From an optimization exercise on the open Yosys and OpenROAD flow, aimed at small area; shortcuts taken in it are not production practice. At most, simulation tests tie the RTL to the original design; equivalence was not proved. Only the layout flow was run in run 1; the RTL was not checked for function there. Power is estimated from default activity; no workload was simulated.

==> design/flow/design.v <==
module mfe_led7seg_74hc595_controller (
    clk,
    rst,
    seg,
    sel,
    sclk,
    rclk,
    dio
    );
input           clk;
input           rst;
input  [7 : 0]  seg;      
output [7 : 0]  sel;      
output          sclk;
output          rclk;
output          dio;
reg  [7 : 0] div;
wire         z61  = ~|div[6 : 1];
wire         z    = z61 & ~div[0];
wire         div0 = z & ~div[7];
wire         div1 = z61 & div[0] & ~div[7];
always @(posedge clk) begin
    if (rst) begin
        div <= 8'd0;
    end
    else begin
        div <= {div[6 : 0], div[7] ^ div[5] ^ div[4] ^ div[3] ^ z};
    end
end
reg  [5 : 0] slot;
reg          first;       
reg  [2 : 0] dig;
reg  [7 : 0] seg_reg;     
wire s32  = slot[5] & ~slot[0];
wire s33  = slot[5] &  slot[0];
wire [5 : 0] tgl;
assign tgl[0] = 1'b1;
assign tgl[1] = slot[0] & ~slot[5];
assign tgl[2] = slot[0] & slot[1];
assign tgl[3] = tgl[2] & slot[2];
assign tgl[4] = tgl[3] & slot[3];
assign tgl[5] = (tgl[4] & slot[4]) | s33;
always @(posedge clk) begin
    if (rst) begin
        slot <= 6'd0;
    end
    else if (div1) begin
        slot <= slot ^ tgl;
    end
end
always @(posedge clk) begin
    if (rst) begin
        first <= 1'b1;
    end
    else if (div0 & s33) begin
        first <= 1'b0;
    end
end
always @(posedge clk) begin
    if (rst) begin
        dig <= 3'd0;
    end
    else if (div1 & s32) begin
        dig <= dig + 1'b1;
    end
end
always @(posedge clk) begin
    if (rst) begin
        seg_reg <= 8'd0;
    end
    else if (div0 & s33) begin
        seg_reg <= seg;
    end
end
assign sel = 8'd1 << dig;
assign sclk = div1 ? (slot[0] & ~slot[5])
                   : (~slot[0] & (slot[5] | (slot[4 : 1] != 4'd0) | ~first));
assign rclk = slot[5] & (div1 | slot[0]);
wire [2 : 0] b    = ~slot[3 : 1];
wire         pbit = ~first & (dig == b);
assign dio = ~slot[5] & (slot[4] ? pbit : seg_reg[b]);
endmodule
module mfe_led7seg_74hc595_controller_wrapper (
    clk,
    rst,
    dat,
    vld,
    sclk,
    rclk,
    dio
    );
input           clk;
input           rst;
input  [63 : 0] dat;
input           vld;
output          sclk;
output          rclk;
output          dio;
wire [63 : 0] dat_reg;
mfe_led7seg_74hc595_store store (
    .clk  (clk),
    .ld   (vld & ~rst),
    .hd   (~vld & ~rst),
    .dat  (dat),
    .q    (dat_reg)
    );
wire [7 : 0] sel;     
reg  [7 : 0] seg;
integer      i;
always @(*) begin
    seg = 8'd0;
    for (i = 0; i < 8; i = i + 1) begin
        seg = seg | ({8{sel[i]}} & dat_reg[8 * i +: 8]);
    end
end
mfe_led7seg_74hc595_controller led7seg_74hc595_ctrl (
    .clk  (clk),
    .rst  (rst),
    .seg  (seg),
    .sel  (sel),
    .sclk (sclk),
    .rclk (rclk),
    .dio  (dio)
    );
endmodule
module mfe_led7seg_74hc595_store (
    clk,
    ld,
    hd,
    dat,
    q
    );
input             clk;
input             ld;
input             hd;
input  [63 : 0]   dat;
output [63 : 0]   q;
reg    [63 : 0]   q;
always @(posedge clk) begin
    q <= ({64{ld}} & dat) | ({64{hd}} & q);
end
endmodule
==> design/flow/flow/run.sh <==
#!/bin/bash
# Standard ORFS layout, with the port buffers made from the smallest buffer
# cell, and a clock tree of a few leaf clusters without dummy loads.
set -euo pipefail
export BUFFER_PORTS_ARGS="-buffer_cell sky130_fd_sc_hd__buf_1"
export CTS_ARGS="-sink_clustering_enable -sink_clustering_levels 1 -repair_clock_nets -dont_use_dummy_load -buf_list sky130_fd_sc_hd__clkbuf_8 -sink_clustering_size 30 -sink_clustering_max_diameter 300"
bash standard.sh > standard.log 2>&1
==> design/flow/standard.sh <==
#!/bin/bash
# synth_recipe.tcl (not shown) runs the flow's synth.tcl, then flattens the netlist and writes it again
# the make line also repeats each setting of config.mk as NAME=value (left out here)
make -C /OpenROAD-flow-scripts/flow DESIGN_CONFIG=/design/flow/config.mk WORK_HOME=/design/flow/orfs CLKGATE_MAP_FILE= SYNTH_SCRIPT=/design/flow/synth_recipe.tcl "${@:-finish}"
==> design/flow/config.mk <==
export PLATFORM = sky130hd
export DESIGN_NAME = mfe_led7seg_74hc595_controller_wrapper
export DESIGN_NICKNAME = mfe_led7seg_74hc595_controller_wrapper
export VERILOG_FILES = /design/flow/design.v
export SDC_FILE = /design/flow/constraint.sdc
export NUM_CORES = 4
export LEC_CHECK = 0
export CAP_MARGIN = 20
export CORE_MARGIN = 2
export CORE_UTILIZATION = 40
export SLEW_MARGIN = 20
export SYNTH_HIERARCHICAL = 1
==> design/flow/constraint.sdc <==
create_clock -name core_clock -period 5.0 [get_ports {clk}]
set_input_delay 1.0000 -clock core_clock [delete_from_list [all_inputs] [get_ports {clk}]]
set_output_delay 1.0000 -clock core_clock [all_outputs]
set_load 0.01 [all_outputs]
==> results by group, run 1 <==
Floorplan
  • Starting Density: 40.6%
  • # rows: 35
  • I/O Pins: 70
  • Die H: 99.9 microns
  • Die span in x: 99.9 microns
  • Die area: between 0.009 and 0.01 sq mm
  • Core ar.: 0.00906 sq mm

Cells and area
  • Number of flip-flops under the largest register name: 64
  • Layout fillers: 892
  • Share of layout cells above drive strength 1: about 7.1%
  • Area Growth Syn to Fin: 8.26%
  • Number of diodes: 0
  • NumNets Final: 456

Synthesis
  • Cell Area, Synth: 0.00368 sq mm
  • Syn_nets: between 400 and 500
  • Number of synthesized register bits: 90
  • Proportion of netlist area held by the largest area contributor: 48.9%
  • Post-synthesis cell count: approximately 330
  • FFs w/ async S/R, synth: 0%
  • Netlist cell types: 36
  • Sequential area share after synthesis: 48.9%
  • Synth warn: 9
  • Post-synth EDFFs: 0
  • Average cell area after synthesis: 11.3 sq um
  • Top cells by area, synth: dfxtp_1 49%, a22o_1 15%, a22oi_1 5.9%
  • Synth Flop Type: dfxtp_1
  • Area leader, netlist: dfxtp_1

GRT
  • Total grt overflow: 0
  • Pin count of the biggest net entering global routing: 65
  • First-pass GRT wire length: 12.9 mm
  • Vias in the first global route: 2,573
  • Gr usage total: 16.6%
  • Initial antenna violation count: 0

Pwr
  • Max IR drop VDD: 148 uV
  • Pwr Density: 323 mW/mm^2
  • Leakage power: 1.54 nW

Timing
  • RSZ-0062 raised after global routing: false
  • Final Setup Violations: 0
  • Fin worst setup slack: roughly 2.2 ns
  • Worst Tran Pin Value: 0.804 ns
  • Fmax: between 300 and 400 MHz
  • Max Slew Vio Count: 0
  • Final hold vios: 0
  • Final worst-path cycle share: between 50% and 60%
  • Max_slew headroom: between 40% and 50%
  • Post-Route Skew: 0.0301 ns
  • Crit path time final: 2.79 ns
  • Setup TNS: 0 ns

Detailed routing
  • Via density: 5.42
  • # DRC: 0
  • Met1 wire length: 4.00 mm
  • Routed Antenna Nets: 0
  • Routed wire length: 7.94 mm
  • Via count: roughly 2,600
  • Met3 wire length: 468 microns
  • Met2 WL post-DR: 3.38 mm
  • DRT Pass-1 Iters: 4
  • Highest routed metal layer: met4
  • Routed len/inst: 16.2 microns
  • Initial DRC count: ~130

Clock tree
  • CTS tree: yes
  • Root buffer cell: clkbuf_8
  • Clk Latency, worst-skew pair: 0.36 ns
  • Max Root-Sink Buffers: 2
  • Hold_buf cts: 0
  • Cts bufs inserted: 9
  • Post-CTS Setup Repair Bufs: 0
  • TritonCTS Sinks: 90
  • PostCTS Resize Cnt: 0
  • CTS clk-pin slew, worst paths: 0.08 ns
  • CTS H-tree lvls: 3

Critical path
  • CP max FO: 7
  • Crit. End Element: output port
  • Worst setup SP type: register
  • CP Data Arrival Time: between 1.5 and 2 ns
  • Critical Path RT: around 4.0 ns
  • Crit path cell chain: mux2_2, o311ai_0, o21ai_0, buf_1
  • Slowest stage delay, CP: 0.50 ns
  • Slowest CP cell: dfxtp_1
  • Crit path kind: reg2out

Outcome
  • Status: no timing/DRC/antenna violations

Place
  • GPL Wtd Cong: roughly 0.77
  • Port Buf Inserts: 69
  • Pre-CTS WS: 2.47 ns
  • Post-DP HPWL: roughly 5.6 mm

Hold path
  • Min-Delay Path Class: reg2reg

Run
  • Max cap viols: 0
[Yosys cell counts (4+ instances only)]
cell	instances
mux2i_1	10
buf_6	19
clkbuf_1	5
a21oi_1	6
a22oi_1	29
nand4_1	10
nor2b_1	13
dfxtp_1	90
nor2_1	16
ha_1	9
a22o_1	61
xnor2_1	7
nand2_1	11
and2_1	4
[path summary, 6_finish.rpt]
check | from | endpoint | slack [ns] | depth (start not counted)
worst max-delay path | led7seg_74hc595_ctrl.slot[3] | dio | 2.21 | 4
worst min-delay path | store.q[12] | store.q[12] | 0.48 | 1
worst max register to register | led7seg_74hc595_ctrl.dig[0] | led7seg_74hc595_ctrl.seg_reg[2] | 3.11 | 7
worst min register to register | store.q[12] | store.q[12] | 0.48 | 1
[metal layers]
metal  up-vias  GRT usage, %
met3         5          5.01
met4         0          4.74
met2        69          23.6
li1       1317             -
met5         -             0
met1      1257          24.2
[Yosys stat by module, one instance, submodules excluded]
module,cells,cell area [sq um]
mfe_led7seg_74hc595_controller_wrapper,50,389
mfe_led7seg_74hc595_store,142,2000
mfe_led7seg_74hc595_controller,133,1290
[per-stage QoR]
| stage | total power, W | instance area (sq um) | utilization, % | cells | hold slack, ns |
|---|---|---|---|---|---|
| after global routing | 0.00135 | 3990 | 44.0 | 489 | 0.496 |
| final | 0.00129 | 3990 | 44.0 | 489 | 0.477 |
| after floorplan | 0.000889 | 3680 | - | 325 | 0.440 |
| after CTS | 0.00130 | 3990 | 44.0 | 489 | 0.478 |
| after global placement | 0.000921 | 3860 | 42.6 | 480 | 0.455 |
| after detailed placement | 0.000923 | 3860 | 42.6 | 480 | 0.456 |
[power breakdown]
group / internal [W] / total (W) / switching (W) / leakage, nW
logic: 0.0000635 / 0.000124 / 0.0000606 / 0.739
clock network: 0.000162 / 0.000382 / 0.000221 / 0.0647
registers: 0.000755 / 0.000782 / 0.0000271 / 0.738
[placed cells by master, fill, tap and decap left out, drive strengths merged, types with 5 or more instances in the layout]
cell,instances
dfxtp,90
buf,73
a22o,64
a22oi,32
nor2,16
nor2b,13
nand2,11
nand4,10
mux2i,10
ha,9
clkbuf,9
xnor2,7
a21oi,6
and2,5
[worst max-delay path: cells and delay by family (launching register included)]
family	cells	cell delay, ns
flip-flops	1	0.50
buffers and inverters	1	0.14
AO/OA/AOI/OAI	2	0.43
multiplexers	1	0.37
[area by class of cell]
cell class                 instances  area [sq um]  area share [%]
timing repair buffer              73           289            7.25
inverter                           3          11.3           0.283
tap                              111           139            3.49
sequential                        90          1800            45.2
clock buffer                       9           124            3.11
multi-input combinational        203          1620            40.7
[kinds of logic (layout without fill, tap and decap cells)]
logic type               Yosys count  count (layout)  share of synthesized area, %
XOR/XNOR                          10              10                          2.38
flip-flops                        90              90                          48.9
AO/OA/AOI/OAI                    107             107                          24.0
multiplexers                      12              12                          3.64
AND/OR/NAND/NOR                   65              65                          10.5
adder cells (fa/ha/maj)            9               9                          3.06
buffers and inverters             32              85                          7.44
==> run 2: changes to the inputs <==
--- a/design/flow/design.v
+++ b/design/flow/design.v
@@ -16,8 +16,12 @@
 output          dio;
 reg  [7 : 0] div;
-wire         z61  = ~|div[6 : 1];
-wire         z    = z61 & ~div[0];
-wire         div0 = z & ~div[7];
-wire         div1 = z61 & div[0] & ~div[7];
+reg  [5 : 0] slot;
+reg          first;       
+reg  [2 : 0] dig;
+reg  [7 : 0] seg_reg;     
+wire div0 = (div == 8'd0);
+wire div1 = (div == 8'd1);
+wire s32  = slot[5] & ~slot[0];
+wire s33  = slot[5] &  slot[0];
 always @(posedge clk) begin
     if (rst) begin
@@ -25,20 +29,7 @@
     end
     else begin
-        div <= {div[6 : 0], div[7] ^ div[5] ^ div[4] ^ div[3] ^ z};
+        div <= div + 1'b1;
     end
 end
-reg  [5 : 0] slot;
-reg          first;       
-reg  [2 : 0] dig;
-reg  [7 : 0] seg_reg;     
-wire s32  = slot[5] & ~slot[0];
-wire s33  = slot[5] &  slot[0];
-wire [5 : 0] tgl;
-assign tgl[0] = 1'b1;
-assign tgl[1] = slot[0] & ~slot[5];
-assign tgl[2] = slot[0] & slot[1];
-assign tgl[3] = tgl[2] & slot[2];
-assign tgl[4] = tgl[3] & slot[3];
-assign tgl[5] = (tgl[4] & slot[4]) | s33;
 always @(posedge clk) begin
     if (rst) begin
@@ -46,5 +37,5 @@
     end
     else if (div1) begin
-        slot <= slot ^ tgl;
+        slot <= s33 ? 6'd0 : slot + 1'b1;
     end
 end
==> design/flow/flow/run.sh (replaced) <==
#!/bin/bash
# Standard ORFS layout, with the port buffers made from the smallest buffer
# cell instead of the one buffer_ports picks by default.
set -euo pipefail
export BUFFER_PORTS_ARGS="-buffer_cell sky130_fd_sc_hd__buf_1"
bash standard.sh > standard.log 2>&1
==> run 2 against run 1 <==
Sequential power shrank 1%. Still clean on timing, DRC and antenna. Sequential cell count did not move. Register-to-register slack worse by 0.17 ns. Critical path type unchanged. Combinational power down 18%. Highest routed layer unchanged. Critical endpoint is now rclk. Critical path depth increased by 1. Die area increased by 7.0%. Total power is 8.3% higher. Worst hold slack better by 0.0014 ns.
==> results by group, run 2 <==
Cells and area
  • Combined area of the multi-input logic cells: 0.00179 sq mm (+11%)
  • NumNets Final: 487 (+6.8%)
  • Core Util, Final: 44.3% (+0.30 points)
  • Layout fillers: 956 (+7.2%)
  • Most frequent cells in the layout: 90 x dfxtp_1, 69 x buf_1, 61 x a22o_1
  • Share of layout cells above drive strength 1: 8.19% (+1.0 points)
  • Number of diodes: 0 (unchanged)
  • Most common cell after layout, fill and taps aside: dfxtp_1
  • Register area: 0.00180 sq mm (unchanged)
  • Number of flip-flops under the largest register name: 64 (unchanged)
  • Area Growth Syn to Fin: 8.52%

Timing
  • Max Slew Vio Count: 0 (unchanged)
  • Final Setup Violations: 0 (unchanged)
  • Setup TNS: 0 ns (unchanged)
  • Max_slew headroom: 33.2% (-13 points)
  • Crit path time final: 3.05 ns (+0.267 ns)
  • Final hold vios: 0 (unchanged)
  • RSZ-0062 raised after global routing: false
  • Post-Route Skew: 0.0150 ns (-0.0151 ns)
  • Fmax: 328 MHz (-8.7%)
  • Final worst-path cycle share: 61.0% (+5.3 points)
  • Worst Tran Pin Value: 1.00 ns (+0.195 ns)

Synthesis
  • Count leader, synth: dfxtp_1
  • Average cell area after synthesis: 10.9 sq um (-3.4%)
  • Netlist cell types: 43 (+19%)
  • Post-synthesis cell count: 361 (+11%)
  • Post-synth EDFFs: 0 (unchanged)
  • Synth Flop Type: dfxtp_1
  • Number of synthesized register bits: 90 (unchanged)
  • Synth warn: 9 (unchanged)
  • Top cells by area, synth: dfxtp_1 46%, a22o_1 14%, buf_6 7.4%
  • Proportion of netlist area held by the largest area contributor: 45.6% (-3.3 points)
  • Syn_nets: 438 (+9.2%)
  • FFs w/ async S/R, synth: 0% (unchanged)
  • Sequential area share after synthesis: 45.6% (-3.3 points)
  • Synth cell count leaders: 90 x dfxtp_1, 61 x a22o_1, 29 x a22oi_1
  • Area leader, netlist: dfxtp_1
  • Cell Area, Synth: 0.00395 sq mm (+7.3%)

Critical path
  • CP Data Arrival Time: 2.05 ns (+0.26 ns)
  • Critical Path RT: 4.00 ns (about the same)
  • Crit. End Element: output port
  • CP bufs+invs: 1 (unchanged)
  • Slowest CP cell: or3b_2
  • Slowest stage delay, CP: 0.48 ns (-0.02 ns)
  • Crit path cell chain: ha_1, or3b_2, o21ai_0, and2_1, buf_1
  • Delay-heaviest family, CP: simple AND/OR/NAND/NOR gates
  • Worst setup SP type: register
  • CP max FO: 7 (unchanged)
  • Crit path kind: reg2out

GRT
  • First-pass GRT wire length: 14.0 mm (+8.7%)
  • Vias in the first global route: 2,719 (+5.7%)
  • Pin count of the biggest net entering global routing: 46 (-29%)
  • Gr usage total: 17.1% (+0.58 points)
  • Initial antenna violation count: 0 (unchanged)
  • Total grt overflow: 0 (unchanged)

Outcome
  • Status: no timing/DRC/antenna violations

Clock tree
  • Max Root-Sink Buffers: 2 (unchanged)
  • TritonCTS Sinks: 90 (unchanged)
  • PostCTS Resize Cnt: 0 (unchanged)
  • CTS clk-pin slew, worst paths: 0.09 ns (about the same)
  • Clk Latency, worst-skew pair: 0.36 ns (about the same)
  • CTS H-tree lvls: 3 (unchanged)
  • Root buffer cell: clkbuf_8
  • Cts bufs inserted: 9 (unchanged)
  • CTS tree: yes
  • Post-CTS Setup Repair Bufs: 0 (unchanged)
  • Hold_buf cts: 0 (unchanged)

Pwr
  • Sequential Power Share: 55.4% (-5.3 points)
  • Clock Power Share: 37.3% (+7.6 points)
  • Sw Share: 25.2% (+1.3 points)
  • Power Internal: 0.00104 W (+6.5%)
  • Psw: 0.000352 W (+14%)
  • Pwr Density: 325 mW/mm^2 (+0.69%)
  • Max IR drop VDD: 158 uV (+6.2%)
  • Leakage power: 1.54 nW (about the same)
  • Combinational share of power: 7.3% (-2.3 points)

Floorplan
  • Starting Density: 40.8% (+0.18 points)
  • I/O Pins: 70 (unchanged)
  • # rows: 36 (+2.9%)
  • Die span in x: 103 microns (+3.4%)
  • Die H: 103 microns (+3.4%)
  • Die area: 0.0107 sq mm (+7.0%)
  • Core ar.: 0.00968 sq mm (+6.8%)

Detailed routing
  • # DRC: 0 (unchanged)
  • Routed wire length: 8.74 mm (+10%)
  • DRT Pass-1 Iters: 4 (unchanged)
  • Routed len/inst: 16.0 microns (-1.7%)
  • Initial DRC count: 104 (-22%)
  • Routed Antenna Nets: 0 (unchanged)
  • Via count: 2,890 (+9.1%)
  • Via density: 5.27 (-2.6%)

Place
  • GPL Wtd Cong: 0.747 (-3.3%)
  • Port Buf Inserts: 69 (unchanged)
  • Post-DP HPWL: 6.28 mm (+12%)

Hold path
  • Min-Delay Path Class: reg2reg

Run
  • Max cap viols: 0 (unchanged)
run 2: cell count changes after synthesis, moves of 4 or more:
cell / before / now
buf_6: 19 / 26
inv_1: 3 / 9
nand2_1: 11 / 3
nand2b_1: 0 / 18
nand3_1: 0 / 6
nor2_1: 16 / 9
nor2b_1: 13 / 6
o21ai_0: 2 / 8
o31ai_1: 0 / 4
or4_1: 0 / 4
xnor2_1: 7 / 1
run 2: layout make-up:
class / instances / share of cell area (%)
multi-input combinational: 228 / 41.9
inverter: 9 / 0.788
clock inverter: 7 / 1.98
timing repair buffer: 72 / 6.57
sequential: 90 / 42.0
clock buffer: 9 / 2.89
tap: 133 / 3.88
run 2: worst paths after layout:
path         cells after the start  slack, ns                              end                            start
min                              2       0.48  led7seg_74hc595_ctrl.seg_reg[2]  led7seg_74hc595_ctrl.seg_reg[2]
min reg2reg                      2       0.48  led7seg_74hc595_ctrl.seg_reg[2]  led7seg_74hc595_ctrl.seg_reg[2]
max                              5       1.95                             rclk      led7seg_74hc595_ctrl.div[0]
max reg2reg                      3       2.94  led7seg_74hc595_ctrl.seg_reg[6]      led7seg_74hc595_ctrl.div[4]
run 2: power groups by stage:
stage               registers [W]  clock network, W  logic (W)
floorplan                0.000781                 0  0.0000814
global placement         0.000789                 0   0.000100
detailed placement       0.000789                 0   0.000102
CTS                      0.000773          0.000532   0.000102
global route             0.000777          0.000561   0.000114
finish                   0.000773          0.000520   0.000102
run 2: layer usage:
| layer | up-vias | part of all wire [%] | global-route usage, % |
|---|---|---|---|
| met3 | 8 | 3.8 | 3.97 |
| li1 | 1462 | - | - |
| met4 | 0 | 0.96 | 4.76 |
| met2 | 55 | 46 | 26.7 |
| met1 | 1365 | 49 | 23.9 |
| met5 | - | 0 | 0 |
run 2: Yosys stat by module, one instance, submodules excluded:
| module | cell area (sq um) | copies in the design | cells |
|---|---|---|---|
| mfe_led7seg_74hc595_controller_wrapper | 389 | 1 | 50 |
| mfe_led7seg_74hc595_store | 2000 | 1 | 142 |
| mfe_led7seg_74hc595_controller | 1560 | 1 | 169 |
run 2: logic make-up after synthesis:
logic type	after synthesis	synth area share (%)
AOI/OAI and AO/OA	122	24.7
DFF	90	45.6
and+or+nand+nor	77	12.1
buffers and inverters	43	9.34
muxes	13	3.71
adders and majority gates	10	3.17
xor gates and xnor gates	6	1.33
run 2: through the flow:
| step | setup WS, ns | std cells | hold slack, ns | total power, W | area (sq um) |
|---|---|---|---|---|---|
| floorplan | 2.55 | 361 | 0.440 | 0.000863 | 3950 |
| CTS | 1.93 | 548 | 0.480 | 0.00141 | 4290 |
| global route | 1.81 | 548 | 0.497 | 0.00145 | 4290 |
| detailed placement | 2.24 | 532 | 0.455 | 0.000891 | 4080 |
| global placement | 2.28 | 532 | 0.453 | 0.000889 | 4080 |
| finish | 1.95 | 548 | 0.479 | 0.00139 | 4290 |
run 2: worst min-delay path: stages, from the launching register on:
cell	delay (ns)
dfxtp_1	0.32
nand2b_1	0.06
mux2i_1	0.06

[separate check: timing with driven ports]
Ports are ideal in the flow. The routed layouts listed here were re-timed in OpenROAD. Step 1, drivers: a clkbuf_16 drives clk and a buf_2 each remaining input, both assumed. Step 2 adds t to the input delays and takes it off the output delays; t is the mean of the earliest and latest rising clock arrival at the registers after step 1. Input paths then give back, and output paths get back, about the clock's delay inside the block. Three values: ideal ports, drivers, drivers and shift; two values: the first two.
run | t (ns) | setup WS [ns] | worst slew at a driven data input, ns | pins driven straight from the clock port
run 1 | 0.374 | 2.215 / 2.183 / 2.425 | 0.04 | 1
run 2 | 0.385 | 1.948 / 1.917 / 2.221 | 0.04 | 1
After both steps setup and hold are still met in every run listed.
